What follows belongs to an exercise in optimizing a design on an open flow for small area and a short achievable clock period; a production flow would make more cautious choices.
Function was checked by simulation only, so behaviour that the tests miss may differ from the original.
Power and IR drop assume default switching activity.

==> design/flow/design.v <==
`timescale 1ns / 1ps
module mips(
    input clk,
    input reset,
    input [31:0] PrRData,
    input [7:2] HWInt,
    output [31:0] PrAddr,
    output [31:0] PrWData,
    output [3:0] PrMask,
    output PrWrite,
    output [31:0] InstrAddr,
    input [31:0] InstrData,
    output [31:0] DmAddr,
    output [31:0] DmWData,
    output [3:0] DmBE,
    output DmWrite,
    input [31:0] DmRData
    );
    reg  [31:0] PC_F;
    reg  [31:0] PC4_D, I_D;
    reg  [31:0] A_E, B_E, I_E;
    reg  [4:0]  sh_amt_E;
    reg         a_imm_E, a_fwM_E, a_fwW_E, b_imm_E, b_fwM_E, b_fwW_E;
    reg         r_sub_E, r_slt_E, r_sltu_E, r_and_E, r_or_E, r_xor_E, r_nor_E;
    reg         r_sll_E, r_srl_E, r_sra_E, r_rot_E, r_pass_E, r_hi_E, r_lo_E;
    reg         E_toWrite, E_Unready, E_load;
    reg  [4:0]  E_Addr;
    reg         E_rw;
    reg  [4:0]  E_wa;
    reg         E_st, E_sth, E_stw;
    reg         E_ld, E_ldh, E_ldw, E_ldsx;
    reg         md_busy_E, md_mul_E, md_sgn_E, md_acc_E, md_sub_E, md_div_E, md_mthi_E, md_mtlo_E;
    reg  [31:0] Res_M, Data_M;
    reg         M_toWrite, M_Unready;
    reg  [4:0]  M_Addr;
    reg         M_rw;
    reg  [4:0]  M_wa;
    reg         DmWrite_M, PrWrite_M, acc_M;
    reg  [3:0]  BE_M;
    reg         M_sth, M_stw;
    reg         M_ld, M_ldh, M_ldw, M_ldsx;
    reg  [31:0] WD_W;
    reg         W_rw;
    reg  [4:0]  W_wa;
    reg  [31:0] gr [1:31];
    reg  [31:0] sr, epc;
    reg         c_bd;
    reg  [5:0]  c_ip;
    reg         c_sw;
    reg  [31:0] Hi, Lo;
    reg  [3:0]  cnt;
    reg         fin;
    reg         nrow;
    reg  [31:0] mA, mB;
    reg  [33:0] mW;
    reg  [33:0] m3;
    reg  [34:0] m5, m7;
    reg         s_div, s_sgn, s_sub, s_nq, s_nr;
    wire [5:0] op = I_D[31:26];
    wire [5:0] fn = I_D[5:0];
    wire [4:0] rs = I_D[25:21];
    wire [4:0] rt = I_D[20:16];
    wire [4:0] rd = I_D[15:11];
    wire [4:0] sa = I_D[10:6];
    wire opR   = op == 6'b000000;
    wire opSP2 = op == 6'b011100;
    wire opCP0 = op == 6'b010000;
    wire opRI  = op == 6'b000001;
    wire nz    = |I_D;
    wire f_add  = fn == 6'b100000, f_addu = fn == 6'b100001;
    wire f_sub  = fn == 6'b100010, f_subu = fn == 6'b100011;
    wire f_and  = fn == 6'b100100, f_or   = fn == 6'b100101;
    wire f_xor  = fn == 6'b100110, f_nor  = fn == 6'b100111;
    wire f_slt  = fn == 6'b101010, f_sltu = fn == 6'b101011;
    wire f_sll  = fn == 6'b000000, f_srl  = fn == 6'b000010, f_sra  = fn == 6'b000011;
    wire f_sllv = fn == 6'b000100, f_srlv = fn == 6'b000110, f_srav = fn == 6'b000111;
    wire f_jr   = fn == 6'b001000, f_jalr = fn == 6'b001001;
    wire f_mfhi = fn == 6'b010000, f_mthi = fn == 6'b010001;
    wire f_mflo = fn == 6'b010010, f_mtlo = fn == 6'b010011;
    wire f_mult = fn == 6'b011000, f_multu= fn == 6'b011001;
    wire f_div  = fn == 6'b011010, f_divu = fn == 6'b011011;
    wire f_brk  = fn == 6'b001101;
    wire i_ori  = op == 6'b001101, i_xori = op == 6'b001110, i_andi = op == 6'b001100;
    wire i_addi = op == 6'b001000, i_addiu= op == 6'b001001;
    wire i_slti = op == 6'b001010, i_sltiu= op == 6'b001011, i_lui = op == 6'b001111;
    wire i_lw   = op == 6'b100011, i_lh   = op == 6'b100001, i_lhu = op == 6'b100101;
    wire i_lb   = op == 6'b100000, i_lbu  = op == 6'b100100;
    wire i_sw   = op == 6'b101011, i_sh   = op == 6'b101001, i_sb  = op == 6'b101000;
    wire i_beq  = op == 6'b000100, i_bne  = op == 6'b000101;
    wire i_bgtz = op == 6'b000111, i_blez = op == 6'b000110;
    wire i_j    = op == 6'b000010, i_jal  = op == 6'b000011;
    wire i_bgez = opRI & (rt == 5'b00001);
    wire i_bltz = opRI & (rt == 5'b00000);
    wire i_jr    = opR & f_jr;
    wire i_jalr  = opR & f_jalr;
    wire i_mfc0  = opCP0 & (rs == 5'b00000);
    wire i_mtc0  = opCP0 & (rs == 5'b00100);
    wire i_eret  = opCP0 & !(rs == 5'b00000) & !(rs == 5'b00100) & (fn == 6'b011000);
    wire i_brk   = opR & f_brk;
    wire cal_i  = i_addi | i_addiu | i_lui | i_slti | i_sltiu | i_ori | i_andi | i_xori;
    wire load   = i_lw | i_lh | i_lb | i_lhu | i_lbu;
    wire store  = i_sw | i_sh | i_sb;
    wire md_R   = f_mflo | f_mfhi | f_mtlo | f_mthi | f_mult | f_multu | f_div | f_divu;
    wire useMD  = (opR & md_R) | (opSP2 & (fn == 6'b000000 | fn == 6'b000100 | fn == 6'b000001 | fn == 6'b000101 | fn == 6'b000010));
    wire alr    = i_jalr;
    wire al     = i_jal;
    wire cal_rd = opR & !f_jalr & nz & (!md_R | f_mfhi | f_mflo);
    wire cal_rt = cal_i | i_mfc0;
    wire toW    = alr | al | cal_rd | cal_rt | load;
    wire [4:0] cAddr = (alr | cal_rd) ? rd : (al ? 5'd31 : rt);
    wire needRs = i_bgtz | i_blez | i_beq | i_bne | i_bgez | i_bltz | i_jr | i_jalr;
    wire needRt = i_beq | i_bne | i_mtc0;
    wire noReg  = i_j | i_jal | i_lui | (opR & (f_mfhi | f_mflo));
    wire singRs = i_bgtz | i_blez | (opR & (f_jr | f_jalr | f_mthi | f_mtlo)) | cal_i | load | i_bgez | i_bltz;
    wire singRt = (opR & (f_sll | f_sra | f_srl)) | i_mtc0;
    wire readRs = !singRt & !noReg;
    wire readRt = !singRs & !noReg;
    wire rw = (opR & (f_add | f_addu | f_sub | f_subu | f_jalr | (f_sll & nz) | f_srl | f_sra |
                      f_sllv | f_srlv | f_srav | f_and | f_or | f_xor | f_nor | f_slt | f_sltu |
                      f_mfhi | f_mflo)) |
              i_mfc0 | cal_i | load | i_jal;
    wire [4:0] wa = i_jal ? 5'd31 : (opR ? rd : rt);
    wire [1023:0] gflat;
    assign gflat[31:0] = 32'b0;
    genvar gi;
    generate
        for (gi = 1; gi < 32; gi = gi + 1) begin : g_flat
            assign gflat[gi*32 +: 32] = gr[gi];
        end
    endgenerate
    wire [31:0] gr1 = gflat[rs*32 +: 32];
    wire [31:0] gr2 = gflat[rt*32 +: 32];
    wire byp1 = W_rw & (rs == W_wa) & (rs != 5'd0);
    wire byp2 = W_rw & (rt == W_wa) & (rt != 5'd0);
    wire [31:0] RData1 = byp1 ? WD_W : gr1;
    wire [31:0] RData2 = byp2 ? WD_W : gr2;
    wire rs_hitE = (rs != 5'd0) & E_toWrite & (rs == E_Addr);
    wire rs_hitM = (rs != 5'd0) & M_toWrite & (rs == M_Addr);
    wire rt_hitE = (rt != 5'd0) & E_toWrite & (rt == E_Addr);
    wire rt_hitM = (rt != 5'd0) & M_toWrite & (rt == M_Addr);
    wire E_MDBusy = (cnt != 4'd0) | md_busy_E;
    wire stall_rs = readRs & (rs_hitE ? (E_Unready & (needRs | E_load)) : (rs_hitM & M_Unready & needRs));
    wire stall_rt = readRt & (rt_hitE ? (E_Unready & (needRt | E_load)) : (rt_hitM & M_Unready & needRt));
    wire Stall = stall_rs | stall_rt | (useMD & E_MDBusy);
    wire fs1 = readRs & (rs_hitE ? !E_Unready : (rs_hitM & !M_Unready));
    wire fs2 = readRt & (rt_hitE ? !E_Unready : (rt_hitM & !M_Unready));
    wire [31:0] F1 = rs_hitE ? I_E : Res_M;
    wire [31:0] F2 = rt_hitE ? I_E : Res_M;
    wire [31:0] Rd1 = fs1 ? F1 : RData1;
    wire [31:0] CPRData;
    wire [31:0] Rd2 = i_mfc0 ? CPRData : (fs2 ? F2 : RData2);
    wire eq   = Rd1 == Rd2;
    wire r1z  = Rd1 == 32'b0;
    wire r1n  = Rd1[31];
    wire taken = (i_beq & eq) | (i_bne & !eq) | (i_bgtz & !r1n & !r1z) | (i_blez & (r1n | r1z)) |
                 (i_bgez & !r1n) | (i_bltz & r1n);
    wire jmp  = i_j | i_jal | i_jr | i_jalr;
    wire nPCSel_D = jmp | taken;
    wire [31:0] sext = {{16{I_D[15]}}, I_D[15:0]};
    wire [31:0] btarget = PC4_D + {sext[29:0], 2'b00};
    wire [31:0] nPCAlt_D = (i_jr | i_jalr) ? Rd1 :
                           ((i_j | i_jal) ? {PC4_D[31:28], I_D[25:0], 2'b00} : btarget);
    wire Exc   = ((|(HWInt & sr[15:10])) | i_brk) & !sr[1] & sr[0];
    wire ERet  = i_eret;
    wire ExcStall = Exc | ERet;
    wire [31:0] cause = {c_bd, 15'b0, c_ip, 4'b0, c_sw, 2'b0, c_sw, 2'b0};
    assign CPRData = (rd == 5'd12) ? sr : (rd == 5'd13) ? cause : (rd == 5'd14) ? epc : 32'b0;
    always @(posedge clk) begin
        if (reset) begin
            sr <= 0; epc <= 0; c_bd <= 0; c_ip <= 0; c_sw <= 0;
        end else if (Exc) begin
            c_bd <= nPCSel_D;
            epc <= nPCSel_D ? PC_F - 32'd4 : PC_F;
            sr[1] <= 1'b1;
            c_ip <= HWInt;
            c_sw <= i_brk;
        end else if (ERet) begin
            sr[1] <= 1'b0;
        end else if (i_mtc0) begin
            if (rd == 5'd12) sr <= Rd2;
            if (rd == 5'd14) epc <= Rd2;
        end
    end
    wire [31:0] PC4_F = PC_F + 32'd4;
    wire [31:0] nPC = Exc ? 32'h0000_4180 : (ERet ? epc : (nPCSel_D ? nPCAlt_D : PC4_F));
    assign InstrAddr = PC_F;
    always @(posedge clk) begin
        if (reset)
            PC_F <= 32'h0000_3000;
        else if (!Stall | ExcStall)
            PC_F <= nPC;
    end
    always @(posedge clk) begin
        if (reset)
            I_D <= 0;
        else if (ExcStall)
            I_D <= 0;
        else if (!Stall)
            I_D <= InstrData;
        if (ExcStall | !Stall)
            PC4_D <= PC4_F;
    end
    wire link   = i_jal | i_jalr;
    wire sh_imm = opR & (f_sll | f_srl | f_sra);
    wire sx_imm = i_addi | i_addiu | i_slti | i_sltiu | load | store;
    wire [31:0] I_next = link ? PC4_D + 32'd4 :
                         i_lui ? {I_D[15:0], 16'b0} :
                         sh_imm ? {27'b0, sa} :
                         sx_imm ? sext : {16'b0, I_D[15:0]};
    wire d_sub  = opR & (f_sub | f_subu);
    wire d_slt  = (opR & f_slt) | i_slti;
    wire d_sltu = (opR & f_sltu) | i_sltiu;
    wire d_and  = (opR & f_and) | i_andi;
    wire d_or   = (opR & f_or) | i_ori;
    wire d_xor  = (opR & f_xor) | i_xori;
    wire d_nor  = opR & f_nor;
    wire d_sll  = opR & ((f_sll & nz) | f_sllv);
    wire d_srl  = opR & ((f_srl & (rs == 5'd0)) | (f_srlv & (sa == 5'd0)));
    wire d_rot  = opR & ((f_srl & (rs != 5'd0)) | (f_srlv & (sa != 5'd0)));
    wire d_sra  = opR & (f_sra | f_srav);
    wire d_pass = i_mfc0 | link | i_lui;
    wire d_mfhi = opR & f_mfhi;
    wire d_mflo = opR & f_mflo;
    wire d_aimm = sh_imm;
    wire d_bimm = cal_i | load | store | link;
    wire m_mult = opR & f_mult, m_multu = opR & f_multu;
    wire m_madd = opSP2 & (fn == 6'b000000 | fn == 6'b000001);
    wire m_msub = opSP2 & (fn == 6'b000100 | fn == 6'b000101);
    wire m_div  = opR & (f_div | f_divu);
    wire m_mthi = opR & f_mthi, m_mtlo = opR & f_mtlo;
    wire m_start = m_mult | m_multu | m_madd | m_msub | m_div | m_mthi | m_mtlo | d_mfhi | d_mflo;
    always @(posedge clk) begin
        A_E <= sh_imm ? {27'b0, sa} : Rd1;
        B_E <= Rd2;
        I_E <= I_next;
        if (reset | Stall) begin
            a_imm_E <= 0; a_fwM_E <= 0; a_fwW_E <= 0; b_imm_E <= 0; b_fwM_E <= 0; b_fwW_E <= 0;
            r_sub_E <= 0; r_slt_E <= 0; r_sltu_E <= 0; r_and_E <= 0; r_or_E <= 0; r_xor_E <= 0; r_nor_E <= 0;
            r_sll_E <= 0; r_srl_E <= 0; r_sra_E <= 0; r_rot_E <= 0; r_pass_E <= 0; r_hi_E <= 0; r_lo_E <= 0;
            E_toWrite <= 0; E_Unready <= 0; E_load <= 0; E_Addr <= 0; E_rw <= 0; E_wa <= 0;
            E_st <= 0; E_sth <= 0; E_stw <= 0; E_ld <= 0; E_ldh <= 0; E_ldw <= 0; E_ldsx <= 0;
            md_busy_E <= 0; md_mul_E <= 0; md_sgn_E <= 0; md_acc_E <= 0; md_sub_E <= 0; md_div_E <= 0;
            md_mthi_E <= 0; md_mtlo_E <= 0;
        end else begin
            a_imm_E <= d_aimm;
            a_fwM_E <= !sh_imm & rs_hitE;
            a_fwW_E <= !sh_imm & !rs_hitE & rs_hitM;
            b_imm_E <= d_bimm;
            b_fwM_E <= !i_mfc0 & rt_hitE;
            b_fwW_E <= !i_mfc0 & !rt_hitE & rt_hitM;
            r_sub_E <= d_sub | d_slt | d_sltu;
            r_slt_E <= d_slt; r_sltu_E <= d_sltu;
            r_and_E <= d_and; r_or_E <= d_or; r_xor_E <= d_xor; r_nor_E <= d_nor;
            r_sll_E <= d_sll; r_srl_E <= d_srl; r_sra_E <= d_sra; r_rot_E <= d_rot;
            r_pass_E <= d_pass; r_hi_E <= d_mfhi; r_lo_E <= d_mflo;
            E_toWrite <= toW; E_Unready <= cal_rd | cal_rt | load; E_load <= load; E_Addr <= cAddr;
            E_rw <= rw; E_wa <= wa;
            E_st <= store; E_sth <= i_sh; E_stw <= i_sw;
            E_ld <= load; E_ldh <= i_lh | i_lhu; E_ldw <= i_lw; E_ldsx <= i_lh | i_lb;
            md_busy_E <= m_mult | m_multu | m_madd | m_msub | m_div;
            md_mul_E <= m_mult | m_multu | m_madd | m_msub;
            md_sgn_E <= m_mult | (opR & f_div);
            md_acc_E <= m_madd;
            md_sub_E <= m_msub;
            md_div_E <= m_div;
            md_mthi_E <= m_mthi; md_mtlo_E <= m_mtlo;
        end
    end
    wire [31:0] fwA = a_fwM_E ? Res_M : (a_fwW_E ? WD_W : A_E);
    wire [31:0] AluA = fwA;
    wire [31:0] RT = b_fwM_E ? Res_M : (b_fwW_E ? WD_W : B_E);
    wire [31:0] AluB = b_imm_E ? I_E : RT;
    wire [32:0] sum = {1'b0, AluA} + {1'b0, AluB ^ {32{r_sub_E}}} + {32'b0, r_sub_E};
    wire lt_u = !sum[32];
    wire lt_s = (AluA[31] ^ AluB[31]) ? AluA[31] : sum[31];
    wire slt_bit = (r_slt_E & lt_s) | (r_sltu_E & lt_u);
    wire [3:0] lut = {r_and_E | r_or_E | r_pass_E, r_or_E | r_xor_E,
                      r_or_E | r_xor_E | r_pass_E, r_nor_E};
    reg [31:0] lg;
    integer li;
    always @(*)
        for (li = 0; li < 32; li = li + 1)
            lg[li] = lut[{AluA[li], AluB[li]}];
    wire [4:0] s = AluA[4:0];
    wire [31:0] Bx = r_sll_E ? {AluB[0], AluB[31:1]} : AluB;
    wire [4:0] sx = r_sll_E ? ~s : s;
    wire [31:0] rt0 = sx[0] ? {Bx[0], Bx[31:1]} : Bx;
    wire [31:0] rt1 = sx[1] ? {rt0[1:0], rt0[31:2]} : rt0;
    wire [31:0] rt2 = sx[2] ? {rt1[3:0], rt1[31:4]} : rt1;
    wire [31:0] rt3 = sx[3] ? {rt2[7:0], rt2[31:8]} : rt2;
    wire [31:0] rot = sx[4] ? {rt3[15:0], rt3[31:16]} : rt3;
    wire [31:0] mR = 32'hffff_ffff >> s;
    wire [31:0] mL = 32'hffff_ffff << s;
    wire rot_big = |AluA[31:6];
    wire rot_keep = r_rot_E & !AluA[5];
    wire [31:0] msk = r_sll_E ? mL : ((rot_keep) ? 32'hffff_ffff : mR);
    wire [31:0] shres = ((r_rot_E & rot_big) ? 32'b0 : (rot & msk)) |
                        ({32{r_sra_E & AluB[31]}} & ~mR);
    wire r_sh = r_sll_E | r_srl_E | r_sra_E | r_rot_E;
    wire r_lg = r_and_E | r_or_E | r_xor_E | r_nor_E | r_pass_E;
    wire r_cmp = r_slt_E | r_sltu_E;
    wire r_md = r_hi_E | r_lo_E;
    wire [31:0] ResE = r_md ? (r_hi_E ? Hi : Lo) :
                       r_cmp ? {31'b0, slt_bit} :
                       r_lg ? lg :
                       r_sh ? shres : sum[31:0];
    wire accE = (|sum[31:15]) | (&sum[14:8]);
    wire [3:0] mskE = E_stw ? 4'b1111 : (E_sth ? 4'b0011 : 4'b0001);
    always @(posedge clk) begin
        Res_M <= ResE;
        Data_M <= RT;
        BE_M <= mskE << sum[1:0];
        acc_M <= accE;
        M_sth <= E_sth; M_stw <= E_stw;
        M_ldh <= E_ldh; M_ldw <= E_ldw; M_ldsx <= E_ldsx;
        if (reset) begin
            M_toWrite <= 0; M_Unready <= 0; M_Addr <= 0; M_rw <= 0; M_wa <= 0;
            DmWrite_M <= 0; PrWrite_M <= 0; M_ld <= 0;
        end else begin
            M_toWrite <= E_toWrite; M_Unready <= E_load; M_Addr <= E_Addr;
            M_rw <= E_rw; M_wa <= E_wa;
            DmWrite_M <= E_st & !accE;
            PrWrite_M <= E_st & accE;
            M_ld <= E_ld;
        end
    end
    assign DmAddr = Res_M;
    assign PrAddr = Res_M;
    assign DmWrite = DmWrite_M;
    assign PrWrite = PrWrite_M;
    assign DmBE = BE_M;
    assign PrWData = Data_M;
    assign PrMask = {M_stw, M_stw, M_stw | M_sth, 1'b1};
    assign DmWData = {M_stw ? Data_M[31:24] : (M_sth ? Data_M[15:8] : Data_M[7:0]),
                      M_stw ? Data_M[23:16] : Data_M[7:0],
                      (M_stw | M_sth) ? Data_M[15:8] : Data_M[7:0],
                      Data_M[7:0]};
    wire [31:0] mrd = acc_M ? PrRData : DmRData;
    wire [1:0] ba = Res_M[1:0];
    wire [31:0] msh = ba == 2'd0 ? mrd : ba == 2'd1 ? {8'b0, mrd[31:8]} :
                      ba == 2'd2 ? {16'b0, mrd[31:16]} : {24'b0, mrd[31:24]};
    wire [31:0] mext = M_ldw ? msh :
                       M_ldh ? {{16{M_ldsx & msh[15]}}, msh[15:0]} :
                               {{24{M_ldsx & msh[7]}}, msh[7:0]};
    always @(posedge clk) begin
        WD_W <= M_ld ? mext : Res_M;
        if (reset) begin
            W_rw <= 0; W_wa <= 0;
        end else begin
            W_rw <= M_rw; W_wa <= M_wa;
        end
    end
    wire [31:0] gwd = reset ? 32'b0 : WD_W;
    integer k;
    always @(posedge clk) begin
        for (k = 1; k < 32; k = k + 1)
            if (reset | (W_rw & (W_wa == k)))
                gr[k] <= gwd;
    end
    wire mul_start = md_mul_E;
    wire div_start = md_div_E & (AluB != 32'b0);
    wire run = cnt != 4'd0;
    wire mul_step = run & !s_div;
    wire div_step = run & s_div;
    wire mul_fin = fin & !s_div;
    wire div_fin = fin & s_div;
    wire mlast = mul_fin;
    wire sgA = s_sgn & mA[31];
    wire [39:0] aX = {{8{sgA}}, mA};
    wire neg1 = nrow & mB[1];
    wire [39:0] pp0 = mB[0] ? aX : 40'b0;
    wire [39:0] pp1 = mB[1] ? ({aX[38:0], 1'b0} ^ {40{nrow}}) : 40'b0;
    wire [39:0] pp2 = mB[2] ? {aX[37:0], 2'b0} : 40'b0;
    wire [39:0] pp3 = mB[3] ? {aX[36:0], 3'b0} : 40'b0;
    wire [39:0] pp4 = mB[4] ? {aX[35:0], 4'b0} : 40'b0;
    wire [39:0] pp5 = mB[5] ? {aX[34:0], 5'b0} : 40'b0;
    wire [39:0] pw  = {{6{mW[33]}}, mW};
    wire [39:0] ph  = mlast ? {6'b0, Hi, 2'b0} : 40'b0;
    wire [39:0] s1 = pw ^ pp0 ^ pp5;
    wire [39:0] c1 = {((pw & pp0) | (pw & pp5) | (pp0 & pp5)), neg1};
    wire [39:0] s2 = pp2 ^ pp3 ^ pp4;
    wire [39:0] c2 = {((pp2 & pp3) | (pp2 & pp4) | (pp3 & pp4)), 1'b0};
    wire [39:0] s3 = s1 ^ c1 ^ s2;
    wire [39:0] c3 = {((s1 & c1) | (s1 & s2) | (c1 & s2)), 1'b0};
    wire [39:0] s4 = c2 ^ pp1 ^ ph;
    wire [39:0] c4 = {((c2 & pp1) | (c2 & ph) | (pp1 & ph)), 1'b0};
    wire [39:0] s5 = s3 ^ c3 ^ s4;
    wire [39:0] c5 = {((s3 & c3) | (s3 & s4) | (c3 & s4)), 1'b0};
    wire [39:0] s6 = s5 ^ c5 ^ c4;
    wire [39:0] c6 = {((s5 & c5) | (s5 & c4) | (c5 & c4)), 1'b0};
    wire [39:0] T = s6 + c6;
    wire dv_mul = div_step & (cnt == 4'd10);
    wire dv_stp = (div_step & (cnt != 4'd10)) | div_fin;
    wire neg_r = div_fin & s_nr;           
    wire [34:0] dX = {mW[31:0], mB[31:29]};
    wire [34:0] k1 = {3'b0, mA};
    wire [34:0] k2 = {2'b0, mA, 1'b0};
    wire [34:0] k3 = {1'b0, m3};
    wire [34:0] k4 = {1'b0, mA, 2'b0};
    wire [34:0] k5 = m5;
    wire [34:0] k6 = {m3, 1'b0};
    wire [34:0] k7 = m7;
    wire g1 = dX >= k1, g2 = dX >= k2, g3 = dX >= k3, g4 = dX >= k4;
    wire g5 = dX >= k5, g6 = dX >= k6, g7 = dX >= k7;
    wire ci = !neg_r;
    wire [34:0] S0 = dX + {35{!ci}};
    wire [34:0] S1 = dX + ~k1 + {34'b0, ci};
    wire [34:0] S2 = dX + ~k2 + {34'b0, ci};
    wire [34:0] S3 = dX + ~k3 + {34'b0, ci};
    wire [34:0] S4 = dX + ~k4 + {34'b0, ci};
    wire [34:0] S5 = dX + ~k5 + {34'b0, ci};
    wire [34:0] S6 = dX + ~k6 + {34'b0, ci};
    wire [34:0] S7 = dX + ~k7 + {34'b0, ci};
    wire h0 = !g1, h1 = g1 & !g2, h2 = g2 & !g3, h3 = g3 & !g4;
    wire h4 = g4 & !g5, h5 = g5 & !g6, h6 = g6 & !g7, h7 = g7;
    wire [31:0] dR = ({32{h0}} & S0[31:0]) | ({32{h1}} & S1[31:0]) | ({32{h2}} & S2[31:0]) |
                     ({32{h3}} & S3[31:0]) | ({32{h4}} & S4[31:0]) | ({32{h5}} & S5[31:0]) |
                     ({32{h6}} & S6[31:0]) | ({32{h7}} & S7[31:0]);
    wire [2:0] dq = {g4, (h2 | h3 | h6 | h7), (h1 | h3 | h5 | h7)};
    wire [2:0] dqm = dq - 3'd1;
    wire [31:0] qa = {mB[28:0], dq};
    wire [31:0] qm = g1 ? {mB[28:0], dqm} : {Lo[28:0], 3'b111};
    wire [1:0] tx = mB[31:30];
    wire dis1 = mA == 32'd1, dis2 = mA == 32'd2, dis3 = mA == 32'd3;
    wire [1:0] sq = dis1 ? tx : dis2 ? {1'b0, tx[1]} : dis3 ? {1'b0, &tx} : 2'b0;
    wire [1:0] tr = dis1 ? 2'b0 : dis2 ? {1'b0, tx[0]} : (dis3 & (&tx)) ? 2'b0 : tx;
    wire [31:0] sqm = (sq != 2'd0) ? {mB[29:0], sq - 2'd1} : {Lo[29:0], 2'b11};
    wire [31:0] absA = (md_sgn_E & AluA[31]) ? -AluA : AluA;
    wire [31:0] absB = (md_sgn_E & AluB[31]) ? -AluB : AluB;
    always @(posedge clk) begin
        if (reset) begin
            cnt <= 0;
            fin <= 0;
            nrow <= 0;
        end else begin
            fin <= cnt == 4'd1;
            nrow <= (cnt == 4'd1) & !s_div & s_sgn;
            if (mul_start)
                cnt <= 4'd5;
            else if (div_start)
                cnt <= 4'd10;
            else if (run)
                cnt <= cnt - 4'd1;
        end
        if (mul_start | div_start) begin
            mA <= div_start ? absB : AluA;
            mB <= div_start ? absA : AluB;
            mW <= div_start ? 34'b0 : {2'b0, md_sub_E ? ~Lo : (md_acc_E ? Lo : 32'b0)};
            s_div <= div_start;
            s_sgn <= md_sgn_E & !div_start;
            s_sub <= md_sub_E;
            s_nq <= md_sgn_E & (AluA[31] ^ AluB[31]);
            s_nr <= md_sgn_E & AluA[31];
        end else if (mul_step) begin
            mB <= {6'b0, mB[31:6]};
            mW <= T[39:6];
        end else if (dv_mul) begin
            mB <= {mB[29:0], sq};
            mW <= {32'b0, tr};
        end else if (dv_stp) begin
            mB <= {mB[28:0], dq};
            mW <= {2'b0, dR};
        end
        if (dv_mul) begin
            m3 <= {2'b0, mA} + {1'b0, mA, 1'b0};
            m5 <= {3'b0, mA} + {1'b0, mA, 2'b0};
            m7 <= {mA, 3'b0} - {3'b0, mA};
        end
        if (reset)
            Hi <= 0;
        else if (md_mthi_E)
            Hi <= AluA;
        else if (mul_start)
            Hi <= md_sub_E ? ~Hi : (md_acc_E ? Hi : 32'b0);
        else if (mul_fin)
            Hi <= T[33:2] ^ {32{s_sub}};
        else if (div_fin)
            Hi <= s_nr ? ~dR : dR;
        if (reset)
            Lo <= 0;
        else if (md_mtlo_E)
            Lo <= AluA;
        else if (mul_step)
            Lo <= {T[5:0], Lo[31:6]};
        else if (mul_fin)
            Lo <= {T[1:0], Lo[31:2]} ^ {32{s_sub}};
        else if (div_fin)
            Lo <= s_nq ? ~qm : qa;
        else if (dv_mul)
            Lo <= sqm;
        else if (dv_stp)
            Lo <= qm;
    end
endmodule
==> design/flow/flow/run.sh <==
#!/bin/bash
# Standard layout, with timing repair aiming at a shorter period than the
# clock it is built at (repair_timing -setup_margin), so that gate sizing and
# buffering work on the paths that set the achieved period.
set -euo pipefail
bash standard.sh SETUP_SLACK_MARGIN=12 finish > standard_flow.log 2>&1
==> design/flow/standard.sh <==
#!/bin/bash
# synth_recipe.tcl (not shown) runs the flow's synth.tcl, then flattens the netlist and writes it again
# the make line also repeats each setting of config.mk as NAME=value (left out here)
make -C /OpenROAD-flow-scripts/flow DESIGN_CONFIG=/design/flow/config.mk WORK_HOME=/design/flow/orfs CLKGATE_MAP_FILE= SYNTH_SCRIPT=/design/flow/synth_recipe.tcl "${@:-finish}"
==> design/flow/config.mk <==
export PLATFORM = sky130hd
export DESIGN_NAME = mips
export DESIGN_NICKNAME = mips
export VERILOG_FILES = /design/flow/design.v
export SDC_FILE = /design/flow/constraint.sdc
export NUM_CORES = 4
export LEC_CHECK = 0
export CAP_MARGIN = 20
export CORE_MARGIN = 2
export CORE_UTILIZATION = 40
export SLEW_MARGIN = 20
==> design/flow/constraint.sdc <==
create_clock -name core_clock -period 18.0 [get_ports {clk}]
set_input_delay 3.6000 -clock core_clock [delete_from_list [all_inputs] [get_ports {clk}]]
set_output_delay 3.6000 -clock core_clock [all_outputs]
set_load 0.01 [all_outputs]
==> results of run 1 <==
==> registers in the layout (all words and copies together), names as in the netlist, 6 cells and up <==
| register | count |
|---|---|
| PC_F | 32 |
| epc | 32 |
| mW | 34 |
| mB | 32 |
| A_E | 32 |
| gr | 992 |
| PC4_D | 32 |
| c_ip | 6 |
| Lo | 32 |
| I_E | 32 |
| I_D | 32 |
| m7 | 33 |
| Res_M | 32 |
| Hi | 32 |
| mA | 32 |
| B_E | 32 |
| sr | 32 |
| m3 | 34 |
| WD_W | 32 |
| Data_M | 32 |
| m5 | 34 |
==> metal layers <==
metal / track usage [%] / routed length (um) / vias up / part of all wire, %
met1: 48.5 / 228000 / 55000 / 38
met2: 55.5 / 258000 / 7863 / 43
met5: 0.139 / 207 / - / 0.034
li1: - / - / 45900 / -
met3: 9.43 / 71200 / 1737 / 12
met4: 23.8 / 46100 / 24 / 7.6
==> metrics by stage <==
stage	instance area, um2	util (%)	hold slack (ns)	std cells
floorplan	123000	-	0.310	12100
global placement	131000	42.9	0.314	16100
detailed placement	131000	42.9	0.312	16100
CTS	139000	45.5	0.327	16500
global route	141000	46.0	0.342	16600
finish	141000	46.0	0.327	16600
==> Yosys cell counts, types with 413 or more instances <==
cell / instances / area share, %
inv_1: 614 / 1.9
mux2i_1: 569 / 4.6
edfxtp_1: 1228 / 30
ha_1: 505 / 5.1
dfxtp_1: 476 / 7.8
o21ai_0: 557 / 2.3
xnor2_1: 452 / 3.2
clkbuf_1: 580 / 1.8
nand2_1: 1023 / 3.1
mux4_2: 413 / 7.6
a21oi_1: 758 / 3.1
nor2_1: 850 / 2.6
==> cell families (layout without fill, tap and decap cells) <==
| group | Yosys count | after routing |
|---|---|---|
| other | 1 | 40 |
| AND/OR/NAND/NOR | 3216 | 3220 |
| buffers and inverters | 1460 | 1812 |
| XOR/XNOR | 708 | 708 |
| multiplexers | 1191 | 1191 |
| flip-flops | 1704 | 1704 |
| AO/OA/AOI/OAI | 3140 | 3140 |
| adder cells (fa/ha/maj) | 725 | 725 |
==> worst paths after layout <==
kind / from / to / cells past startpoint / slack (ns)
worst max-delay path: Res_M[25] / DmAddr[25] / 1 / 11.93
worst min register to register: E_ldw / M_ldw / 0 / 0.33
worst max register to register: WD_W[11] / Res_M[31] / 19 / 11.94
worst min-delay path: E_ldw / M_ldw / 0 / 0.33
==> layout make-up <==
cell class,instances,area (um2)
timing repair buffer,822,7800
inverter,624,2370
clock inverter,116,1250
multi-input combinational,8985,72200
fill,28500,165000
clock buffer,250,5340
tap,4100,5130
sequential,1704,46500
antenna,39,97.6
==> layout by cell type (no fill, tap or decap), drive strengths merged, types with 118 or more instances in the layout <==
| cell | instances |
|---|---|
| a31oi | 118 |
| nor2b | 166 |
| o21ai | 582 |
| mux2 | 209 |
| clkdlybuf4s50 | 270 |
| clkbuf | 258 |
| nor3 | 243 |
| a21o | 247 |
| and2 | 177 |
| fa | 220 |
| inv | 624 |
| nand2 | 1023 |
| a21oi | 759 |
| dfxtp | 476 |
| a211oi | 192 |
| a221oi | 172 |
| edfxtp | 1228 |
| a22oi | 159 |
| mux4 | 413 |
| o211ai | 129 |
| buf | 537 |
| mux2i | 569 |
| nand3 | 200 |
| xor2 | 254 |
| nor2 | 852 |
| xnor2 | 452 |
| ha | 505 |
==> power groups by stage <==
stage	Sequential, mW	Clock [mW]	Combinational (mW)
6_report	6.33	4.20	18.7
3_5_place_dp	6.40	0	16.9
2_1_floorplan	5.84	0	11.4
3_3_place_gp	6.37	0	16.9
5_1_grt	6.34	4.36	20.0
4_1_cts	6.31	4.22	17.4
==> timing repair <==
| item | 4_1_cts | 5_1_grt |
|---|---|---|
| endpoints found under the setup margin | 198 | 107 |
| gates resized for setup | 204 | 149 |
| pin swaps | 14 | 36 |
| setup buffers | 53 | 78 |
| gates cloned | 9 | 8 |
==> run_results.csv, run 1 <==
group,metric,value,unit
power,ir_worst_vdd,0.000570,V
power,p_seq_share,21.6,%
finish,areaGrowthSynthToFinish,14.6,%
detailed_routing,ant_nets,0,
hold_path,hp-class,"reg2reg",
grt,grt_start_max_net_pins,107,
synth,synth_compound_area_share,17.1,%
floorplanning,die_w,558,um
synth,yosysWarnings,2,
synth,yosys-mux-area-fraction,14.1,%
critical_path,critPathMaxStageDelay,0.90,ns
placed_design,post-place-ws,10.44,ns
placed_design,finalWeightedCongestion,1.04,
synth,yosys.cell_types.count,105,
critical_path,worstPathRequired,14.40,ns
clock_tree,root_buffer,"clkbuf_16",
grt,overflow,0,
status,status,"complete, no violations",
power,pwr-share-clk,14.4,%
detailed_routing,wire_per_inst,36.2,um
timing,tightest_slew,1.28,ns
finish,drive_above_1_share,15.4,%
critical_path,critPathSlowestCell,"dfxtp_1",
synth,synth_edf_count,1228,
power,pwr-share-comb,64.0,%
power,power.internal,15.0,mW
synth,yosysSeqAreaShare,37.8,%
floorplanning,num_io_pins,274,
timing,maxSlewHeadroom,14.6,%
detailed_routing,vias,110000,
placed_design,dp_hpwl,424,mm
timing,fmax,165,MHz
synth,async_flop_share,0,%
grt,grt_pass1_vias,105000,
critical_path,cp_top_family,"flip-flops",
run,maxCapViolCount,0,
clock_tree,ctsHoldBuffers,0,
timing,setup_viol,0,
synth,ys_ff_latch,1704,
clock_tree,cts_buffers,199,
critical_path,worstPathArrival,2.47,ns
synth,ys.flop_type,"edfxtp_1",
clock_tree,clock_latency,0.94,ns
placed_design,port_buffers,272,
timing,finClkSkew,0.100,ns
timing,rsz0062_at_grt,"true",
detailed_routing,dr.pass1.iters,9,
power,p_per_area,208,mW/mm2
power,p_sw,14.3,mW
critical_path,endpoint_kind,"output port",
timing,period_needed,6.07,ns
critical_path,cp_cell_sequence,"clkdlybuf4s50_1",
grt,antenna_found_initial,62,
power,swShare,48.8,%
detailed_routing,drc,0,
timing,setup-tns-final,0,ns
floorplanning,core,0.306,mm2
synth,synth_fa_ha_area_share,8.73,%
floorplanning,die-area,0.311,mm2
clock_tree,cts_tree,"yes",
timing,fin_crit_sh,33.7,%
synth,synth_xor_area_share,5.07,%
timing,finalWorstSetupSlack,11.93,ns
clock_tree,clkTransAtPathRegs,0.06,ns
clock_tree,clk_path_buf_depth,4,
synth,syn_area_per_cell,10.1,um2
detailed_routing,drt_iter0_markers,16500,
floorplanning,rows,203,
finish,nets,13200,
floorplanning,dieHeight,558,um
detailed_routing,routed_wl,603,mm
synth,synth_nets,13000,
synth,yosys.area_share.simple,12.4,%
power,power,29.3,mW
detailed_routing,via_per_inst,6.64,
grt,track_usage,37.4,%
floorplanning,start_util,40.2,%
power,power.leakage,54.5,nW
grt,grt_pass1_wl,826,mm
synth,netlist_instances,12100,
synth,synth_top_family_by_area,"compound AO/OA/AOI/OAI gates",
timing,drv_slew,0,
critical_path,critical_path_class,"reg2out",
clock_tree,htreeDepth,4,
synth,syn_area,0.123,mm2
clock_tree,cts.sinks,1704,
critical_path,critical_path_buf_inv_count,1,
critical_path,crit_fanout,7,
timing,finalHoldViolations,0,
critical_path,critPathLaunchType,"flop",
==> run 2, diff against run 1 <==
==> design/flow/flow/run.sh (replaced) <==
#!/bin/bash
# Standard layout, with two changes to how it is made:
#  - timing repair aims at a shorter period than the clock it is built at
#    (repair_timing -setup_margin), so that gate sizing and buffering work on
#    the paths that set the achieved period;
#  - the port buffers that the standard flow puts on every input and output
#    are plain buffers (buf_2) instead of the delay cell it picks by default.
set -euo pipefail
bash standard.sh "BUFFER_PORTS_ARGS=-inputs -outputs -buffer_cell sky130_fd_sc_hd__buf_2" SETUP_SLACK_MARGIN=12.5 finish > standard_flow.log 2>&1
==> run 2 against run 1 <==
  * Critical endpoint is now mW[26]
  * Cell area increased by 0.67%
  * Highest routed layer unchanged
  * Register-to-register slack improved by 0.14 ns
  * Largest cell class unchanged
  * Cell count increased by 0.19%
  * Hold slack gained 0.0085 ns
  * First-iteration DRC count is 4.4% higher
  * Synthesized area unchanged
  * Die area did not move
  * Clock skew is 0.030 ns higher
  * Still clean
==> run_results.csv, run 2 <==
group,metric,value,unit
synth,synth_top_cell_area_share,30.0,%
hold_path,hold_depth,0,
finish,utilization,46.4,%
synth,netlist_instances,12100,
clock_tree,cts_buffers,197,
timing,tightest_slew,1.29,ns
detailed_routing,drt_iter0_markers,17200,
floorplanning,start_util,40.2,%
synth,synth_area_leader_cell,"edfxtp_1",
critical_path,r2r_slack,12.08,ns
synth,synthTopCellsByArea,"edfxtp_1 30%, dfxtp_1 7.8%, mux4_2 7.6%, ha_1 5.1%, mux2i_1 4.6%",
power,pwr-share-clk,13.8,%
synth,yosys.cell_types.count,105,
synth,ys_ff_latch,1704,
critical_path,critPathSlowestCell,"fa_1",
timing,finalHoldViolations,0,
placed_design,dp_hpwl,400,mm
timing,finClkSkew,0.130,ns
timing,rsz0062_at_grt,"true",
hold_path,whs_endpoint,"M_ldh",
synth,syn_area_per_cell,10.1,um2
finish,drive_above_1_share,19.0,%
finish,layout_commonest_cell,"edfxtp_1",
timing,setup_viol,0,
placed_design,place_inst,16000,
detailed_routing,routed_wl,579,mm
detailed_routing,ant_nets,0,
detailed_routing,dr.pass1.iters,9,
critical_path,cp_cell_sequence,"buf_12 -> nand2_1 -> fa_1 -> fa_1 -> fa_1 -> fa_1 -> inv_1 -> ha_4 -> nor2b_2 -> o21ai_2 -> a21boi_2 -> o21ai_2 -> a21boi_2 -> or4_4 -> nand2_4 -> o21ai_4 -> a211oi_2 -> buf_4 -> o31ai_1 -> a21oi_1 -> buf_4 -> xor2_1 -> o221ai_1",
finish,stdcell_count,16700,
critical_path,critical_path_buf_inv_count,4,
clock_tree,htreeDepth,4,
finish,areaGrowthSynthToFinish,15.4,%
synth,async_flop_share,0,%
hold_path,hp-class,"reg2reg",
critical_path,critPathLaunchType,"flop",
critical_path,path_common_cell,"fa_1",
grt,overflow,0,
power,p_sw,14.8,mW
timing,setup-tns-final,0,ns
critical_path,worstPathArrival,6.48,ns
grt,grt_pass1_vias,103000,
power,power.leakage,55.3,nW
synth,yosysSeqAreaShare,37.8,%
finish,largest_register,"gr",
run,maxCapViolCount,0,
grt,antenna_found_initial,48,
placed_design,port_buffers,272,
critical_path,critPathMaxStageDelay,0.54,ns
critical_path,worstReg2RegEnd,"mW[26]",
clock_tree,cts.sinks,1704,
power,ir_worst_vdd,0.000421,V
synth,synth_nets,13000,
power,p_seq_share,21.2,%
clock_tree,cts_tree,"yes",
timing,period_needed,5.92,ns
power,swShare,48.5,%
floorplanning,num_io_pins,274,
synth,syn_area,0.123,mm2
critical_path,r2r_start,"mB[4]",
grt,track_usage,35.9,%
power,power.internal,15.7,mW
clock_tree,clkTransAtPathRegs,0.07,ns
synth,ys.flop_type,"edfxtp_1",
status,status,"complete, no violations",
clock_tree,root_buffer,"clkbuf_16",
floorplanning,rows,203,
detailed_routing,via_per_inst,6.61,
detailed_routing,drc,0,
critical_path,critical_path_class,"reg2reg",
finish,nets,13200,
floorplanning,dieHeight,558,um
floorplanning,core,0.306,mm2
synth,yosysWarnings,2,
critical_path,r2r_cells,23,
detailed_routing,vias,110000,
grt,grt_start_max_net_pins,78,
power,p_per_area,215,mW/mm2
grt,grt_pass1_wl,798,mm
timing,fmax,169,MHz
floorplanning,die_w,558,um
timing,maxSlewHeadroom,13.3,%
synth,netlist_top_cells_count,"1228 x edfxtp_1, 1023 x nand2_1, 850 x nor2_1",
critical_path,endpoint_kind,"flop",
placed_design,finalWeightedCongestion,1.06,
floorplanning,die-area,0.311,mm2
detailed_routing,wire_per_inst,34.8,um
finish,largest_reg_flops,992,
critical_path,cp_top_family,"adder cells",
timing,drv_slew,0,
clock_tree,clk_path_buf_depth,4,
critical_path,worstPathRequired,18.55,ns
clock_tree,clock_latency,0.94,ns
finish,layout_common_cells,"1228 x edfxtp_1, 1002 x nand2_1, 814 x nor2_1, 724 x a21oi_1, 601 x inv_1",
power,power,30.5,mW
timing,fin_crit_sh,32.9,%
power,pwr-share-comb,65.1,%
critical_path,crit_fanout,20,
timing,hold_slack,0.336,ns
hold_path,worstHoldStart,"E_ldh",
synth,yosysMostFrequentCell,"edfxtp_1",
synth,synth_edf_count,1228,
-- run 2: cell counts after synthesis --
Identical to the previous run, type by type.
-- run 2: logic make-up (layout without fill, tap and decap cells) --
kind of cell | after synthesis | after routing | synth area share, %
other | 1 | 36 | 0.00305
and+or+nand+nor | 3216 | 3220 | 12.4
adders and majority gates | 725 | 725 | 8.73
muxes | 1191 | 1191 | 14.1
xor gates and xnor gates | 708 | 708 | 5.07
DFF | 1704 | 1704 | 37.8
AOI/OAI and AO/OA | 3140 | 3140 | 17.1
buffers and inverters | 1460 | 1847 | 4.78
-- run 2: how the worst max path moves through the flow --
stage                     slack, ns       end  cells after the start     from
after floorplan               11.89     mB[0]                     17  b_fwW_E
after global placement        10.49  PC_F[12]                     17  I_D[22]
after detailed placement      10.46  PC_F[12]                     17  I_D[22]
after CTS                     12.19    Hi[31]                     23    mB[5]
after global routing          11.91    Hi[27]                     22    mB[5]
final                         12.08    mW[26]                     23    mB[4]
-- run 2: layer usage --
| metal | track usage, % | vias to the layer above | routed length, um |
|---|---|---|---|
| met4 | 26.0 | 22 | 50700 |
| met5 | 0 | - | 147 |
| li1 | - | 46000 | - |
| met3 | 10.2 | 2002 | 73900 |
| met1 | 45.3 | 54000 | 212000 |
| met2 | 52.4 | 8111 | 243000 |
-- run 2: repair_timing --
| action | CTS | global route |
|---|---|---|
| endpoints found under the setup margin | 432 | 220 |
| gates resized for setup | 417 | 261 |
| buffers inserted | 130 | 69 |
| endpoints found under the hold margin | 0 | 0 |
| pin swaps | 61 | 73 |
| cloned | 24 | 11 |
| hold buffers | 0 | 0 |
-- run 2: power by group through the flow --
stage | registers, mW | clock network, mW | logic [mW]
2_1_floorplan | 5.83 | 0 | 11.4
3_3_place_gp | 6.47 | 0 | 16.6
3_5_place_dp | 6.48 | 0 | 16.6
4_1_cts | 6.36 | 4.19 | 18.2
5_1_grt | 6.44 | 4.34 | 21.0
6_report | 6.45 | 4.19 | 19.8
-- run 2: metrics by stage --
stage | instance area (um2) | setup WS (ns)
2_1_floorplan | 123000 | 11.89
3_3_place_gp | 129000 | 10.49
3_5_place_dp | 129000 | 10.46
4_1_cts | 140000 | 12.19
5_1_grt | 142000 | 11.91
6_report | 142000 | 12.08
-- run 2: area by class of cell --
cell class / instances / area [um2]
Antenna cell: 35 / 87.6
Clock buffer: 242 / 5280
Timing Repair inverter: 1 / 7.51
Fill cell: 28500 / 164000
Sequential cell: 1704 / 46500
Tap cell: 4100 / 5130
Clock inverter: 118 / 1240
Multi-Input combinational cell: 8985 / 73300
Inverter: 624 / 2390
Timing Repair Buffer: 862 / 7650
-- run 2: worst reg2reg max path, stage by stage, from the launching register on --
cell	delay (ns)
edfxtp_1	0.40
buf_12	0.21
nand2_1	0.15
fa_1	0.54
fa_1	0.43
fa_1	0.47
fa_1	0.49
inv_1	0.06
ha_4	0.25
nor2b_2	0.16
o21ai_2	0.19
a21boi_2	0.10
o21ai_2	0.18
a21boi_2	0.09
or4_4	0.52
nand2_4	0.13
o21ai_4	0.13
a211oi_2	0.24
buf_4	0.17
o31ai_1	0.07
a21oi_1	0.23
buf_4	0.16
xor2_1	0.15
o221ai_1	0.12
==> run 3, diff against run 2 <==
==> design/flow/flow/run.sh (replaced) <==
#!/bin/bash
# Standard layout, with these changes to how it is made:
#  - timing repair aims at a shorter period than the clock it is built at
#    (repair_timing -setup_margin), so that gate sizing and buffering work on
#    the paths that set the achieved period, and repairs only the worst 20%
#    of the endpoints it sees as violating (repair_timing -repair_tns);
#  - the port buffers that the standard flow puts on every input and output
#    are plain buffers (buf_2) instead of the delay cell it picks by default.
set -euo pipefail
bash standard.sh "BUFFER_PORTS_ARGS=-inputs -outputs -buffer_cell sky130_fd_sc_hd__buf_2" SETUP_SLACK_MARGIN=12.5 TNS_END_PERCENT=20 finish > standard_flow.log 2>&1
==> run 3 against run 2 <==
  * Sequential power down 3%
  * Worst setup slack better by 0.14 ns
  * Register-to-register slack better by 0.23 ns
  * Hold slack got worse by 0.0090 ns
  * Flip-flop and latch count unchanged
  * Synthesized cell count is the same
  * Routed wire length up 0.38%
  * Count of clock-buffer cells in the layout is 3 higher
  * First-iteration DRC count shrank 7.2%
==> run_results.csv, run 3 <==
group,metric,value,unit
status,status,"complete, no violations",
detailed_routing,drc,0,
clock_tree,cts_buffers,194,
timing,setup_viol,0,
placed_design,post-place-ws,9.70,ns
synth,syn_area,0.123,mm2
timing,fmax,173,MHz
grt,grt_pass1_vias,103000,
timing,finalHoldViolations,0,
power,p_per_area,221,mW/mm2
detailed_routing,dr.pass1.iters,9,
synth,synth_edf_count,1228,
critical_path,endpoint_kind,"output port",
detailed_routing,via_per_inst,6.56,
placed_design,finalWeightedCongestion,1.01,
timing,setup-tns-final,0,ns
grt,grt_start_max_net_pins,106,
critical_path,critical_path_class,"reg2out",
floorplanning,rows,203,
floorplanning,die_w,558,um
grt,antenna_found_initial,38,
synth,async_flop_share,0,%
finish,layout_common_cells,"1228 x edfxtp_1, 997 x nand2_1, 819 x nor2_1, 714 x a21oi_1, 586 x inv_1",
timing,rsz0062_at_grt,"true",
critical_path,worstPathRequired,14.40,ns
timing,hold_slack,0.327,ns
synth,yosys.cell_types.count,105,
floorplanning,die-area,0.311,mm2
grt,track_usage,36.0,%
synth,yosysMostFrequentCell,"edfxtp_1",
critical_path,worstPathArrival,2.19,ns
floorplanning,start_util,40.2,%
timing,maxSlewHeadroom,17.0,%
synth,ys_ff_latch,1704,
finish,largest_reg_flops,992,
synth,syn_area_per_cell,10.1,um2
synth,synthTopCellsByArea,"edfxtp_1 30%, dfxtp_1 7.8%, mux4_2 7.6%, ha_1 5.1%, mux2i_1 4.6%",
finish,layout_commonest_cell,"edfxtp_1",
clock_tree,cts.sinks,1704,
synth,netlist_top_cells_count,"1228 x edfxtp_1, 1023 x nand2_1, 850 x nor2_1",
run,maxCapViolCount,0,
timing,finalWorstSetupSlack,12.21,ns
timing,period_needed,5.79,ns
detailed_routing,wire_per_inst,34.7,um
critical_path,critPathSlowestCell,"dfxtp_1",
synth,synth_top_cell_area_share,30.0,%
hold_path,hp-class,"reg2reg",
finish,drive_above_1_share,20.0,%
detailed_routing,drt_iter0_markers,16000,
finish,areaGrowthSynthToFinish,16.3,%
placed_design,port_buffers,272,
finish,utilization,46.7,%
clock_tree,clock_latency,0.94,ns
clock_tree,root_buffer,"clkbuf_16",
floorplanning,num_io_pins,274,
placed_design,dp_hpwl,402,mm
finish,largest_register,"gr",
finish,nets,13300,
critical_path,critical_path_buf_inv_count,1,
clock_tree,ctsHoldBuffers,0,
critical_path,crit_fanout,7,
critical_path,cp_top_family,"flip-flops",
synth,synth_nets,13000,
critical_path,critPathLaunchType,"flop",
clock_tree,htreeDepth,4,
floorplanning,dieHeight,558,um
timing,drv_slew,0,
floorplanning,core,0.306,mm2
clock_tree,cts_tree,"yes",
critical_path,critPathMaxStageDelay,1.01,ns
synth,ys.flop_type,"edfxtp_1",
timing,tightest_slew,1.24,ns
timing,fin_crit_sh,32.1,%
finish,fillers,28400,
grt,grt_pass1_wl,799,mm
clock_tree,clk_path_buf_depth,4,
synth,yosysWarnings,2,
grt,overflow,0,
synth,yosysSeqAreaShare,37.8,%
detailed_routing,routed_wl,582,mm
power,ir_worst_vdd,0.000480,V
power,power.leakage,55.9,nW
detailed_routing,vias,110000,
synth,netlist_instances,12100,
clock_tree,clkTransAtPathRegs,0.06,ns
detailed_routing,ant_nets,0,
critical_path,cp_cell_sequence,"buf_2",
timing,finClkSkew,0.111,ns
synth,synth_area_leader_cell,"edfxtp_1",
## run 3: cell counts after synthesis
Identical to the previous run, type by type.
## run 3: final timing paths
kind	slack, ns	to	cells after the start	start
hold / removal	0.33	M_ldsx	0	E_ldsx
hold reg to reg	0.33	M_ldsx	0	E_ldsx
setup / recovery	12.21	PrAddr[10]	1	Res_M[10]
setup reg to reg	12.31	Res_M[20]	17	b_fwW_E
## run 3: layer usage
layer	share of wire, %	global-route usage [%]
met5	0.017	0
met1	37	46.3
met3	12	8.73
met2	42	52.7
met4	8.8	26.2
## run 3: logic make-up after synthesis
kind of cell,share of synthesized area [%]
multiplexers,14.1
XOR/XNOR,5.07
flip-flops,37.8
other,0.00305
buffers and inverters,4.78
adder cells (fa/ha/maj),8.73
AND/OR/NAND/NOR,12.4
AO/OA/AOI/OAI,17.1
## run 3: what timing repair did
item | in CTS | in global routing
gates resized for setup | 509 | 250
setup endpoints to repair | 946 | 302
buffers inserted | 171 | 80
pin swaps | 120 | 136
gates cloned | 30 | 11
## run 3: report_power, final
group | total [mW] | switching [mW] | leakage, nW | internal, mW
registers | 6.26 | 0.929 | 16.3 | 5.33
logic | 21.2 | 12.5 | 36.5 | 8.72
clock network | 4.09 | 1.79 | 3.09 | 2.30
total | 31.6 | 15.2 | 55.9 | 16.3
## run 3: stage by stage
stage / power (mW) / area [um2] / std cells
5_1_grt: 32.8 / 143000 / 16700
6_report: 31.6 / 143000 / 16800
4_1_cts: 29.2 / 141000 / 16600
3_5_place_dp: 23.0 / 130000 / 16100
2_1_floorplan: 17.2 / 123000 / 12100
3_3_place_gp: 23.0 / 130000 / 16100
## run 3: layout make-up
| cell class | instances | area (um2) | share of cell area (%) |
|---|---|---|---|
| sequential | 1704 | 46500 | 32.5 |
| clock buffer | 245 | 5200 | 3.64 |
| antenna | 36 | 90.1 | 0.0631 |
| inverter | 624 | 2390 | 1.68 |
| clock inverter | 110 | 1130 | 0.788 |
| timing repair buffer | 955 | 8730 | 6.11 |
| tap | 4100 | 5130 | 3.59 |
| multi-input combinational | 8986 | 73700 | 51.6 |
==> run 4, diff against run 3 <==
--- a/design/flow/flow/run.sh
+++ b/design/flow/flow/run.sh
@@ -8,3 +8,3 @@
 #    are plain buffers (buf_2) instead of the delay cell it picks by default.
 set -euo pipefail
-bash standard.sh "BUFFER_PORTS_ARGS=-inputs -outputs -buffer_cell sky130_fd_sc_hd__buf_2" SETUP_SLACK_MARGIN=12.5 TNS_END_PERCENT=20 finish > standard_flow.log 2>&1
+bash standard.sh "BUFFER_PORTS_ARGS=-inputs -outputs -buffer_cell sky130_fd_sc_hd__buf_2" SETUP_SLACK_MARGIN=12.75 TNS_END_PERCENT=20 finish > standard_flow.log 2>&1
==> run 4 against run 3 <==
  * Still clean
  * Largest power group unchanged
  * Die area did not move
  * Cell area rose by 1.7%
  * Utilization rose by 0.77 points
  * Synthesized area did not move
  * Flip-flop and latch count did not move
  * Critical endpoint is now mW[30]
  * Global-route usage fell by 0.53 points
  * Clock power rose by 1%
  * Critical path type is now reg2reg
  * Via count rose by 1.8%
  * First-iteration DRC count rose by 8.5%
==> run_results.csv, run 4 <==
group,metric,value,unit
synth,yosys.cell_types.count,105,
clock_tree,cts.sinks,1704,
grt,grt_start_max_net_pins,76,
floorplanning,core,0.306,mm2
synth,netlist_top_cells_count,"1228 x edfxtp_1, 1023 x nand2_1, 850 x nor2_1",
grt,busiest_layer,"met2",
floorplanning,dieHeight,558,um
placed_design,post-place-ws,9.67,ns
grt,antenna_found_initial,41,
detailed_routing,via_per_inst,6.62,
detailed_routing,ant_nets,0,
clock_tree,htreeDepth,4,
finish,areaGrowthSynthToFinish,18.3,%
timing,fmax,172,MHz
clock_tree,clkTransAtPathRegs,0.06,ns
critical_path,worstPathRequired,18.58,ns
grt,grtUsageMet1,44.9,%
critical_path,r2r_cells,22,
critical_path,critPathLaunchType,"flop",
placed_design,dp_hpwl,394,mm
critical_path,endpoint_kind,"flop",
synth,syn_area_per_cell,10.1,um2
detailed_routing,dr.pass1.iters,7,
timing,tightest_slew,1.35,ns
synth,synthTopCellsByArea,"edfxtp_1 30%, dfxtp_1 7.8%, mux4_2 7.6%, ha_1 5.1%, mux2i_1 4.6%",
synth,ys_ff_latch,1704,
placed_design,place_inst,16100,
power,ir_worst_vdd,0.000523,V
grt,grtUsageMet3,10.3,%
status,status,"complete, no violations",
critical_path,crit_path_end,"mW[30]",
critical_path,critical_path_class,"reg2reg",
detailed_routing,vias,112000,
clock_tree,root_buffer,"clkbuf_16",
grt,use_met2,51.5,%
timing,maxSlewHeadroom,9.04,%
synth,synth_nets,13000,
timing,setup_viol,0,
synth,yosysWarnings,2,
detailed_routing,routed_wl,576,mm
floorplanning,start_util,40.2,%
synth,syn_area,0.123,mm2
run,maxCapViolCount,0,
timing,finalHoldViolations,0,
synth,ys.flop_type,"edfxtp_1",
floorplanning,num_io_pins,274,
timing,period_needed,5.82,ns
synth,synth_area_leader_cell,"edfxtp_1",
synth,yosysSeqAreaShare,37.8,%
timing,drv_slew,0,
grt,overflow,0,
placed_design,port_buffers,272,
finish,largest_register,"gr",
detailed_routing,drc,0,
timing,fin_crit_sh,32.3,%
floorplanning,rows,203,
finish,layout_common_cells,"1228 x edfxtp_1, 985 x nand2_1, 813 x nor2_1, 705 x a21oi_1, 653 x buf_4",
clock_tree,clock_latency,0.93,ns
floorplanning,die-area,0.311,mm2
floorplanning,die_w,558,um
timing,setup-tns-final,0,ns
finish,utilization,47.5,%
finish,nets,13500,
critical_path,worstPathArrival,6.40,ns
synth,yosysMostFrequentCell,"edfxtp_1",
placed_design,finalWeightedCongestion,1.06,
grt,grt_pass1_wl,793,mm
grt,track_usage,35.5,%
clock_tree,cts_buffers,193,
finish,layout_commonest_cell,"edfxtp_1",
clock_tree,clk_path_buf_depth,4,
timing,finalWorstSetupSlack,12.18,ns
critical_path,r2r_start,"mB[0]",
timing,finClkSkew,0.110,ns
grt,grt_pass1_vias,104000,
critical_path,crit_path_start,"mB[0]",
finish,drive_above_1_share,22.0,%
synth,synth_top_cell_area_share,30.0,%
critical_path,crit_fanout,5,
hold_path,hp-class,"reg2reg",
finish,stdcell_count,16900,
critical_path,r2r_slack,12.18,ns
critical_path,worstReg2RegEnd,"mW[30]",
timing,rsz0062_at_grt,"true",
clock_tree,cts_tree,"yes",
detailed_routing,wire_per_inst,34.0,um
power,p_per_area,228,mW/mm2
power,power.leakage,57.0,nW
synth,async_flop_share,0,%
detailed_routing,drt_iter0_markers,17300,
synth,netlist_instances,12100,
synth,synth_edf_count,1228,
clock_tree,ctsHoldBuffers,0,
finish,largest_reg_flops,992,
run 4: cell counts after synthesis:
Identical to the previous run, type by type.
run 4: timing repair:
item / CTS / global route
setup buffers: 238 / 203
pin swaps: 168 / 176
setup endpoints to repair: 1222 / 1101
gates cloned: 27 / 17
gates resized for setup: 640 / 387
run 4: worst min path at each step:
stage	startpoint	to	slack [ns]	depth (start not counted)
global route	E_ldw	M_ldw	0.35	0
CTS	E_ldw	M_ldw	0.33	0
global placement	E_ldsx	M_ldsx	0.31	0
finish	E_ldw	M_ldw	0.33	0
detailed placement	E_ldw	M_ldw	0.31	0
floorplan	E_ldh	M_ldh	0.31	0
run 4: area by class of cell:
| type | instances | area, um2 |
|---|---|---|
| multi-input combinational | 8984 | 74400 |
| sequential | 1704 | 46500 |
| tap | 4100 | 5130 |
| antenna | 34 | 85.1 |
| clock inverter | 110 | 1260 |
| clock buffer | 236 | 5120 |
| fill | 28000 | 160000 |
| inverter | 624 | 2410 |
| timing repair buffer | 1135 | 10300 |
run 4: critical path, stage by stage (launching register included):
cell	delay, ns
edfxtp_1	0.40
buf_6	0.18
buf_16	0.15
and2_4	0.13
fa_2	0.56
inv_1	0.07
fa_1	0.52
fa_1	0.51
inv_1	0.05
fa_1	0.49
ha_4	0.21
a21o_1	0.21
a21oi_2	0.16
o21ai_2	0.09
or4_4	0.48
nand2_4	0.11
o21ai_4	0.10
a211oi_4	0.35
o211ai_1	0.19
a31oi_1	0.25
xnor2_1	0.15
nand2_1	0.10
o221ai_2	0.08
run 4: logic make-up after synthesis:
kind of cell	Yosys count	share of synthesized area, %
xor gates and xnor gates	708	5.07
AOI/OAI and AO/OA	3140	17.1
adders and majority gates	725	8.73
muxes	1191	14.1
buffers and inverters	1460	4.78
other	1	0.00305
DFF	1704	37.8
and+or+nand+nor	3216	12.4
run 4: stage by stage:
step	hold slack [ns]	power (mW)	cell area (um2)
after CTS	0.326	30.0	141000
after global routing	0.346	34.4	145000
final	0.328	33.1	145000
after detailed placement	0.312	22.9	129000
after global placement	0.311	22.9	129000
after floorplan	0.310	17.3	123000
run 4: routing by layer:
layer	wire, um	vias up
met5	80	-
met2	240000	8544
li1	-	46500
met4	51400	10
met1	208000	54800
met3	76700	2158
run 4: power by group:
group	leakage [nW]	internal [mW]	switching (mW)
registers	16.3	5.33	0.999
logic	37.6	9.70	12.9
clock network	3.11	2.38	1.77
total	57.0	17.4	15.7
==> run 5, diff against run 4 <==
==> design/flow/flow/run.sh (replaced) <==
#!/bin/bash
# Standard layout, with these changes to how it is made:
#  - timing repair aims at a shorter period than the clock it is built at
#    (repair_timing -setup_margin), so that gate sizing and buffering work on
#    the paths that set the achieved period, and repairs only the worst 5%
#    of the endpoints it sees as violating (repair_timing -repair_tns);
#  - the port buffers that the standard flow puts on every input and output
#    are plain buffers (buf_2) instead of the delay cell it picks by default.
set -euo pipefail
bash standard.sh "BUFFER_PORTS_ARGS=-inputs -outputs -buffer_cell sky130_fd_sc_hd__buf_2" SETUP_SLACK_MARGIN=12.5 TNS_END_PERCENT=5 finish > standard_flow.log 2>&1
==> run 5 against run 4 <==
  * Sequential share of layout area increased by 0.77 points
  * Cell area is 2.4% lower
  * Flip-flop and latch count unchanged
  * Critical path type is now in2reg
  * Utilization decreased by 1.2 points
  * Clock power barely moved
==> run_results.csv, run 5 <==
group,metric,value,unit
detailed_routing,wire_per_inst,34.7,um
finish,layout_commonest_cell,"edfxtp_1",
power,power.internal,15.3,mW
synth,yosys.cell_types.count,105,
clock_tree,htreeDepth,4,
hold_path,hp-class,"reg2reg",
finish,layout_common_cells,"1228 x edfxtp_1, 1003 x nand2_1, 819 x nor2_1, 723 x a21oi_1, 603 x inv_1",
timing,setup-tns-final,0,ns
synth,netlist_top_cells_count,"1228 x edfxtp_1, 1023 x nand2_1, 850 x nor2_1",
clock_tree,ctsHoldBuffers,0,
finish,areaGrowthSynthToFinish,15.4,%
critical_path,critical_path_class,"in2reg",
power,p_seq_share,21.5,%
floorplanning,core,0.306,mm2
timing,fin_crit_sh,33.4,%
synth,yosysWarnings,2,
clock_tree,clkTransAtPathRegs,0.06,ns
detailed_routing,drc,0,
timing,drv_slew,0,
synth,yosysMostFrequentCell,"edfxtp_1",
synth,yosysSeqAreaShare,37.8,%
floorplanning,rows,203,
critical_path,endpoint_kind,"flop",
synth,syn_area,0.123,mm2
timing,finClkSkew,0.155,ns
power,ir_worst_vdd,0.000470,V
timing,tightest_slew,1.36,ns
timing,setup_viol,0,
detailed_routing,via_per_inst,6.60,
synth,synthTopCellsByArea,"edfxtp_1 30%, dfxtp_1 7.8%, mux4_2 7.6%, ha_1 5.1%, mux2i_1 4.6%",
placed_design,port_buffers,272,
critical_path,worstPathRequired,18.52,ns
detailed_routing,vias,110000,
detailed_routing,ant_nets,0,
placed_design,dp_hpwl,401,mm
synth,synth_nets,13000,
grt,overflow,0,
power,power.leakage,55.5,nW
power,pwr-share-comb,64.5,%
critical_path,critPathLaunchType,"primary input",
timing,finalHoldViolations,0,
clock_tree,clock_latency,0.97,ns
power,pwr-share-clk,14.0,%
critical_path,crit_fanout,31,
clock_tree,cts.sinks,1704,
finish,largest_reg_flops,992,
clock_tree,cts_buffers,199,
clock_tree,cts_tree,"yes",
floorplanning,dieHeight,558,um
power,swShare,48.4,%
placed_design,finalWeightedCongestion,1.06,
placed_design,post_dp_cell_area,0.129,mm2
finish,largest_register,"gr",
synth,synth_top_cell_area_share,30.0,%
finish,nets,13300,
power,power,29.6,mW
grt,track_usage,35.9,%
grt,antenna_found_initial,45,
synth,async_flop_share,0,%
power,p_per_area,209,mW/mm2
power,p_sw,14.3,mW
detailed_routing,drt_iter0_markers,17100,
synth,ys.flop_type,"edfxtp_1",
finish,final_area,0.142,mm2
detailed_routing,routed_wl,581,mm
floorplanning,die_w,558,um
status,status,"complete, no violations",
clock_tree,clk_path_buf_depth,4,
timing,rsz0062_at_grt,"true",
floorplanning,num_io_pins,274,
timing,fmax,166,MHz
synth,synth_edf_count,1228,
grt,grt_pass1_vias,103000,
finish,utilization,46.4,%
timing,period_needed,6.01,ns
synth,netlist_instances,12100,
critical_path,worstPathArrival,6.53,ns
floorplanning,start_util,40.2,%
floorplanning,die-area,0.311,mm2
finish,drive_above_1_share,19.0,%
detailed_routing,dr.pass1.iters,7,
synth,ys_ff_latch,1704,
clock_tree,root_buffer,"clkbuf_16",
grt,grt_start_max_net_pins,94,
grt,grt_pass1_wl,798,mm
run,maxCapViolCount,0,
synth,syn_area_per_cell,10.1,um2
synth,synth_area_leader_cell,"edfxtp_1",
timing,maxSlewHeadroom,9.01,%
==> run 5: cell counts after synthesis <==
Identical to the previous run, type by type.
==> run 5: routing by layer <==
layer	vias to the layer above	track usage [%]	part of all wire [%]
li1	46100	-	-
met2	8147	52.8	42
met3	2096	9.38	12
met4	16	26.7	9.2
met5	-	0	0.018
met1	54100	45.2	36
==> run 5: layout make-up <==
cell class / count / area (um2)
Timing Repair Buffer: 928 / 8130
Sequential cell: 1704 / 46500
Clock inverter: 109 / 1080
Tap cell: 4100 / 5130
Clock buffer: 252 / 5400
Fill cell: 28500 / 164000
Antenna cell: 43 / 108
Multi-Input combinational cell: 8983 / 72900
Inverter: 624 / 2390
==> run 5: stage by stage <==
step	worst slack (ns)	std cells	hold WS, ns
after floorplan	11.89	12100	0.310
after global placement	10.35	16100	0.312
after detailed placement	10.33	16100	0.316
after CTS	12.15	16500	0.328
after global routing	11.96	16700	0.336
final	11.99	16700	0.324
==> run 5: worst paths after layout <==
kind | start | to | slack [ns] | cells past startpoint
setup / recovery | reset | gr[27][15] | 11.99 | 5
hold / removal | E_ldh | M_ldh | 0.32 | 0
setup reg to reg | mB[0] | Hi[29] | 12.12 | 23
hold reg to reg | E_ldh | M_ldh | 0.32 | 0
==> run 5: critical path: stages <==
cell and delay, ns:
buf_6 0.38, clkinv_2 0.68, buf_4 0.64, o21ai_4 0.39, buf_4 0.69
==> run 5: cell families after synthesis <==
kind of cell | after synthesis | share of synthesized area, %
simple gates | 3216 | 12.4
compound gates | 3140 | 17.1
flops | 1704 | 37.8
buf+inv | 1460 | 4.78
mux | 1191 | 14.1
fa+ha+maj | 725 | 8.73
xor+xnor | 708 | 5.07
other cells | 1 | 0.00305
==> run 5: repair_timing <==
action | CTS | global route
resized for setup | 302 | 299
buffers inserted | 92 | 136
cloned | 19 | 20
setup endpoints to repair | 777 | 862
hold endpoints to repair | 0 | 0
pin swaps | 33 | 84
==> run 5: power groups by stage <==
| stage | sequential [mW] | combinational [mW] | clock, mW |
|---|---|---|---|
| floorplan | 5.84 | 11.4 | 0 |
| global placement | 6.37 | 16.5 | 0 |
| detailed placement | 6.37 | 16.5 | 0 |
| CTS | 6.29 | 17.4 | 4.15 |
| global route | 6.38 | 20.3 | 4.30 |
| finish | 6.38 | 19.1 | 4.16 |

separate check: timing with driven ports:
Ports are ideal in the flow. The routed layouts listed here were re-timed in OpenROAD.
Step 1 (the two cells are an assumption about what drives the block):
set clk [get_ports {clk}]
set_driving_cell -lib_cell sky130_fd_sc_hd__clkbuf_16 $clk
set_driving_cell -lib_cell sky130_fd_sc_hd__buf_2 [delete_from_list [all_inputs] $clk]
Step 2 times the ports against the registers' clock, not the clock port: input delays grow and output delays shrink by t, the midpoint of the rising clock arrivals with the driver on.
Slacks: ideal ports / drivers / drivers and shift; pairs: ideal ports / drivers.
| run | shift t [ns] | setup slack, ns | worst setup path after step 2 | pins driven straight from the clock port |
|---|---|---|---|---|
| run 1 | 0.990 | 11.934 / 11.830 / 11.101 | input to register | 1 |
| run 2 | 1.004 | 12.078 / 12.078 / 11.590 | input to register | 1 |
| run 3 | 0.982 | 12.213 / 12.113 / 11.353 | input to register | 1 |
| run 4 | 0.998 | 12.179 / 12.179 / 11.440 | input to register | 1 |
| run 5 | 0.993 | 11.986 / 12.035 / 11.042 | input to register | 1 |
After both steps setup and hold are still met in every run listed. For run 5, which loses most, drivers alone change the setup slack by +0.049 ns; drivers and shift together by -0.944 ns.
